What follows belongs to an exercise in optimizing a design on an open flow for small area; a production flow would make more cautious choices.
The RTL was checked by simulation tests, not by an equivalence proof against the original design.
No activity file was given, so power comes from the tool's default toggle rates.

## VectorDivTop
module VectorDivTop(
  input         clock,
  input         reset,
  input  [31:0] io_instr_0,
  input  [31:0] io_instr_1,
  input  [31:0] io_instr_2,
  input  [31:0] io_instr_3,
  input  [31:0] io_instr_4,
  input  [31:0] io_instr_5,
  input  [2:0]  io_vlmul_0,
  input  [2:0]  io_vlmul_1,
  input  [2:0]  io_vlmul_2,
  input  [2:0]  io_vlmul_3,
  input  [2:0]  io_vlmul_4,
  input  [2:0]  io_vlmul_5,
  output        io_outCtrlSignals_0_vecWen,
  output [4:0]  io_outCtrlSignals_0_lsrc_0,
  output [4:0]  io_outCtrlSignals_0_lsrc_1,
  output [4:0]  io_outCtrlSignals_0_ldest,
  output [5:0]  io_outCtrlSignals_0_imm,
  output        io_valid_0,
  output        io_outCtrlSignals_1_vecWen,
  output [4:0]  io_outCtrlSignals_1_lsrc_0,
  output [4:0]  io_outCtrlSignals_1_lsrc_1,
  output [4:0]  io_outCtrlSignals_1_ldest,
  output [5:0]  io_outCtrlSignals_1_imm,
  output        io_valid_1,
  output        io_outCtrlSignals_2_vecWen,
  ...
==> module VectorDiv, before the edit <==
module VectorDiv(
  input          clock,
  input          reset,
  input  [191:0] io_instr,
  input  [17:0]  io_vlmul,
  output [131:0] io_bundles,
  output [5:0]   io_valid,
  output [2:0]   io_strIndex
);
  reg         stateReg;    
  reg [16:0]  slotReg [0:5];
  reg [2:0]   validCnt;    
  reg         wasSReg;     
  reg         add1Reg;     
  reg [5:2]   addIReg;     
  wire [5:0] isV;
  wire [16:0] rawF [0:5];
  genvar g;
  generate
    for (g = 0; g < 6; g = g + 1) begin : dec
      wire [31:0] in = io_instr[32*g +: 32];
      assign isV[g] = in[6:0] == 7'h57 && in[14:12] == 3'h0 && in[31:26] == 6'h0;
      assign rawF[g] = {1'b1, in[19:15], in[24:20], in[11:7], in[25]};
    end
  endgenerate
  wire [2:0] vl0 = io_vlmul[2:0];
  wire is2 = vl0 == 3'h1;
  wire is4 = vl0 == 3'h2;
  wire is8 = vl0 == 3'h3;
  wire is1 = ~(is2 | is4 | is8);
  wire [5:1] ic;
  generate
    for (g = 1; g < 6; g = g + 1) begin : cx
      assign ic[g] = io_vlmul[3*g+2] == 1'b0 && io_vlmul[3*g +: 2] != 2'b00;
    end
  endgenerate
  wire [5:0] none_;
  assign none_[0] = 1'b1;
  generate
    for (g = 1; g < 6; g = g + 1) begin : nn
      assign none_[g] = none_[g-1] & ~ic[g];
    end
  endgenerate
  wire zeroOff = stateReg & ~is8 & none_[5];
  reg [2:0] nUop;
  reg       ok;
  always @(*) begin
    if (~stateReg) begin
      nUop = is8 ? 3'd6 : is4 ? 3'd4 : is2 ? 3'd2 : 3'd1;
      ok   = 1'b1;
    end else if (zeroOff) begin
      nUop = 3'd1;
      ok   = 1'b1;
    end else begin
      nUop = is8 ? 3'd2 : is4 ? 3'd6 : is2 ? 3'd4 : 3'd3;
      ok   = is8 | (is4 & ic[1]) | (is2 & ~none_[3]) | (is1 & ~none_[4]);
    end
  end
  wire [4:1] useN;
  assign useN[1] = ok & (nUop == 3'd1);
  assign useN[2] = ok & (nUop == 3'd2);
  assign useN[3] = ok & (nUop == 3'd3);
  assign useN[4] = ok & (nUop == 3'd4);
  reg [4:0]  selS [0:5];
  reg [5:0]  takeS, selC, selH;
  reg [5:0]  nextValid;
  integer i, m;
  always @(*) begin
    for (i = 0; i < 6; i = i + 1) begin
      takeS[i] = 1'b0;
      for (m = 0; m < 5; m = m + 1) begin
        selS[i][m] = 1'b0;
        if (i - m >= 1 && i - m <= 4) begin
          takeS[i] = takeS[i] | (useN[i - m] & none_[m + 1]);
          selS[i][m] = useN[i - m] & none_[m + 1] & isV[m + 1];
        end
      end
      selC[i] = ~takeS[i] & isV[0] & (~stateReg | (i < 2));
      selH[i] = ~takeS[i] & stateReg & (i >= 2);
      nextValid[i] = ok & ((i < nUop) | takeS[i]);
    end
  end
  wire [16:0] nextSlot [0:5];
  genvar gi;
  generate
    for (gi = 0; gi < 6; gi = gi + 1) begin : sm
      assign nextSlot[gi][16] = selC[gi] | (selH[gi] & slotReg[gi][16]) | (|selS[gi]);
      SlotMux #(.IDX(gi)) mux (
        .selC(selC[gi]), .selH(selH[gi]), .selS(selS[gi]),
        .cur(rawF[0][15:0]), .hold(slotReg[gi][15:0]),
        .s0(rawF[1][15:0]), .s1(rawF[2][15:0]), .s2(rawF[3][15:0]), .s3(rawF[4][15:0]), .s4(rawF[5][15:0]),
        .y(nextSlot[gi][15:0])
      );
    end
  endgenerate
  always @(posedge clock) begin
    if (reset)
      stateReg <= 1'b0;
    else
      stateReg <= ~stateReg & is8;
    for (i = 0; i < 6; i = i + 1)
      slotReg[i] <= nextSlot[i];
    validCnt <= {nextValid[3],
                 (nextValid[1] & ~nextValid[3]) | nextValid[5],
                 (nextValid[0] & ~nextValid[1]) | (nextValid[2] & ~nextValid[3]) | (nextValid[4] & ~nextValid[5])};
    wasSReg <= stateReg;
    add1Reg <= ~takeS[1] & isV[0];
    for (i = 2; i < 6; i = i + 1)
      if (takeS[i])
        addIReg[i] <= 1'b0;
      else if (~stateReg)
        addIReg[i] <= isV[0];
  end
  generate
    for (gi = 0; gi < 6; gi = gi + 1) begin : so
      SlotOut #(.IDX(gi)) out (
        .s(slotReg[gi]),
        .addA(gi == 0 ? wasSReg & slotReg[0][16] : gi == 1 ? add1Reg : addIReg[gi < 2 ? 2 : gi]),
        .addB(gi == 1 ? wasSReg & add1Reg : 1'b0),
        .bundle(io_bundles[22*gi +: 22])
      );
    end
  endgenerate
  assign io_valid = {validCnt > 3'd5, validCnt > 3'd4, validCnt > 3'd3,
                     validCnt > 3'd2, validCnt > 3'd1, validCnt > 3'd0};
  assign io_strIndex = ~stateReg ? (is8 ? 3'd0 :
                                    is4 ? (ic[1] ? 3'd1 : ic[2] ? 3'd2 : 3'd3) :
                                    is2 ? (ic[1] ? 3'd1 : ic[2] ? 3'd2 : ic[3] ? 3'd3 : ic[4] ? 3'd4 : 3'd5) :
                                          (ic[1] ? 3'd1 : ic[2] ? 3'd2 : ic[3] ? 3'd3 : ic[4] ? 3'd4 : ic[5] ? 3'd5 : 3'd6))
                                 : (ic[1] ? 3'd1 : ic[2] ? 3'd2 : ic[3] ? 3'd3 : ic[4] ? 3'd4 :
                                    (ic[5] | is8) ? 3'd5 : 3'd6);
endmodule
==> module SlotOut, before the edit <==
module SlotOut #(parameter IDX = 0) (
  input  [16:0] s,
  input         addA,
  input         addB,
  output [21:0] bundle
);
  wire [2:0] addv = IDX == 0 ? {addA, addA, 1'b0} :
                    IDX == 1 ? {addB, addB, addA} :
                    (addA ? IDX[2:0] : 3'd0);
  wire [4:0] a = s[15:11] + {2'b00, addv};
  wire [4:0] b = s[10:6] + {2'b00, addv};
  wire [4:0] d = s[5:1] + {2'b00, addv};
  assign bundle = {s[16], a, b, d, s[0], s[5:1]};
endmodule
clock: 6.0 ns
lec_check: 0
cap_margin: 20
core_area: 5 5 195 195
die_area: 0 0 200 200
slew_margin: 20
standard.sh (not shown) runs the stock make flow with config.mk's settings and CLKGATE_MAP_FILE= SYNTH_SCRIPT=/design/flow/synth_recipe.tcl, a recipe that flattens the netlist after the stock synthesis.
==> flow/flow/run.sh <==
#!/bin/bash
# Standard layout with these changes:
#  - the combinational logic is mapped for area, module by module (hsynth.ys, with each ABC
#    script area*.abc; the smallest result is kept). A result is used only if it has the
#    standard synthesis's flip-flops (same names and cells) and equiv.ys proves it does what
#    the standard netlist does. Failing that, the standard netlist's logic is re-mapped as a
#    whole (reopt.ys) under the same checks, or kept as it is;
#  - the port buffers are plain buf_1 cells;
#  - clock tree synthesis adds no dummy loads.
set -euo pipefail
W=$(pwd)
R=$W/orfs/results/$FLOW_PLATFORM/VectorDivTop/base
YOSYS=$FLOW_HOME/../tools/install/yosys/bin/yosys
LIB=$FLOW_HOME/platforms/sky130hd/lib/sky130_fd_sc_hd__tt_025C_1v80.lib
export BUFFER_PORTS_ARGS="-buffer_cell sky130_fd_sc_hd__buf_1"
export CTS_ARGS="-sink_clustering_enable -repair_clock_nets -sink_clustering_size 30 -sink_clustering_max_diameter 100 -buf_list sky130_fd_sc_hd__clkbuf_16 -dont_use_dummy_load"

bash standard.sh synth > make_synth.log 2>&1
cp "$R/1_2_yosys.v" "$W/synth_standard.v"

sub() {  # sub TEMPLATE OUTSCRIPT NETLIST ABCSCRIPT
  sed -e "s#@LIB@#$LIB#g; s#@TOP@#$FLOW_TOP#g; s#@DESIGN@#$FLOW_DESIGN#g; s#@ABC@#$4#g; s#@IN@#$W/synth_standard.v#g; s#@GOLD@#$W/synth_standard.v#g; s#@OUT@#$3#g; s#@GATE@#$3#g" "$1" > "$2"
}
flops() { grep -E '^\s*sky130_fd_sc_hd__(dfxtp|dfxbp|edfxtp|dfrtp|dfrbp|dfstp|dfsbp|dfbbp|sdf|sedf|dl)\S* ' "$1" | awk '{print $1, $2}' | sort; }
flops synth_standard.v > flops_standard.txt
try() {  # try NAME TEMPLATE ABCSCRIPT: make synth_NAME.v and check it against the standard netlist
  sub "flow/$2" "$1.ys" "$W/synth_$1.v" "$3"
  sub flow/equiv.ys "equiv_$1.ys" "$W/synth_$1.v" "$3"
  "$YOSYS" -s "$1.ys" > "yosys_$1.log" 2>&1 || return 1
  flops "synth_$1.v" > "flops_$1.txt"
  cmp -s flops_standard.txt "flops_$1.txt" || return 1
  "$YOSYS" -s "equiv_$1.ys" > "yosys_equiv_$1.log" 2>&1 || return 1
}
area() { grep 'Chip area for' "yosys_$1.log" | tail -1 | awk '{print $NF}'; }

best=""
for s in area1 area2; do
  if try "hier_$s" hsynth.ys "$W/flow/$s.abc"; then
    a=$(area "hier_$s")
    echo "hier_$s: $a" >> netlist_status.txt
    if [[ -z "$best" ]] || awk -v x="$a" -v y="$(area "$best")" 'BEGIN { exit !(x < y) }'; then best="hier_$s"; fi
  else
    echo "hier_$s: refused" >> netlist_status.txt
  fi
done
if [[ -z "$best" ]] && try reopt reopt.ys "$W/flow/area1.abc"; then best=reopt; fi
if [[ -n "$best" ]]; then
  echo "used: $best" >> netlist_status.txt
  cp "$W/synth_$best.v" "$R/1_2_yosys.v"
else
  echo "used: standard netlist" >> netlist_status.txt
fi

bash standard.sh > make_finish.log 2>&1
Other scripts of this flow, unchanged in this note and not shown: flow/flow/area1.abc, flow/flow/area2.abc, flow/flow/equiv.ys, flow/flow/hsynth.ys, flow/flow/reopt.ys
Rerun with:
--- a/flow/design.v
+++ b/flow/design.v
@@ -22,8 +22,9 @@
       assign isV[g] = in[6:0] == 7'h57 && in[14:12] == 3'h0 && in[31:26] == 6'h0;
       assign rawF[g] = {1'b1, in[19:15], in[24:20], in[11:7], in[25]};
     end
   endgenerate
+  wire [16:0] rawF0p1 = {1'b1, io_instr[19:15] + 5'd1, io_instr[24:20] + 5'd1, io_instr[11:7], io_instr[25]};
   wire [2:0] vl0 = io_vlmul[2:0];
   wire is2 = vl0 == 3'h1;
   wire is4 = vl0 == 3'h2;
   wire is8 = vl0 == 3'h3;
@@ -86,9 +87,9 @@
     for (gi = 0; gi < 6; gi = gi + 1) begin : sm
       assign nextSlot[gi][16] = selC[gi] | (selH[gi] & slotReg[gi][16]) | (|selS[gi]);
       SlotMux #(.IDX(gi)) mux (
         .selC(selC[gi]), .selH(selH[gi]), .selS(selS[gi]),
-        .cur(rawF[0][15:0]), .hold(slotReg[gi][15:0]),
+        .cur(gi % 2 == 1 ? rawF0p1[15:0] : rawF[0][15:0]), .hold(slotReg[gi][15:0]),
         .s0(rawF[1][15:0]), .s1(rawF[2][15:0]), .s2(rawF[3][15:0]), .s3(rawF[4][15:0]), .s4(rawF[5][15:0]),
         .y(nextSlot[gi][15:0])
       );
     end
@@ -158,14 +159,17 @@
   input         addA,
   input         addB,
   output [21:0] bundle
 );
-  wire [2:0] addv = IDX == 0 ? {addA, addA, 1'b0} :
+  wire [2:0] addS = IDX == 0 ? {addA, addA, 1'b0} :
+                    IDX == 1 ? {addB, addB, 1'b0} :
+                    (addA ? IDX[2:0] - IDX[0] : 3'd0);
+  wire [2:0] addD = IDX == 0 ? {addA, addA, 1'b0} :
                     IDX == 1 ? {addB, addB, addA} :
                     (addA ? IDX[2:0] : 3'd0);
-  wire [4:0] a = s[15:11] + {2'b00, addv};
-  wire [4:0] b = s[10:6] + {2'b00, addv};
-  wire [4:0] d = s[5:1] + {2'b00, addv};
+  wire [4:0] a = s[15:11] + {2'b00, addS};
+  wire [4:0] b = s[10:6] + {2'b00, addS};
+  wire [4:0] d = s[5:1] + {2'b00, addD};
   assign bundle = {s[16], a, b, d, s[0], s[5:1]};
 endmodule
 module VectorDivTop(
   input         clock,
Outcome:
- The new run ran to the end with no violations
- non-clock buffer count is unchanged
- clock power climbs by about 4%
- core utilization hardly moves
- die area does not change
- wire length goes up by 8.2%

-- separate check: timing with driven ports --
In the flow no input, the clock included, has a driving cell. The finished layouts below were timed again as built, in two steps.
Step 1: set_driving_cell puts a clkbuf_16 on clock and a buf_2 on each other input, an assumption about the parent block.
Step 2 also shifts input and output timing later by t, the mid clock arrival at the registers, as if the neighbouring blocks saw the same clock.
Three values: ideal ports, drivers, drivers and shift; two values: the first two.
| run | shift t [ns] | slack for setup (ns) | worst setup path after step 2 | worst register clock-pin slew, ns |
|---|---|---|---|---|
| the first run | 0.396 | 0.591 / 0.560 / 0.560 | input to output | 0.10 / 0.10 |
| the second run | 0.400 | 1.079 / 1.097 / 0.697 | input to register | 0.09 / 0.09 |
After both steps setup and hold are still met in every run listed. The setup slack of the second run, which loses most, moves by +0.018 ns with the drivers and by -0.382 ns with both steps.
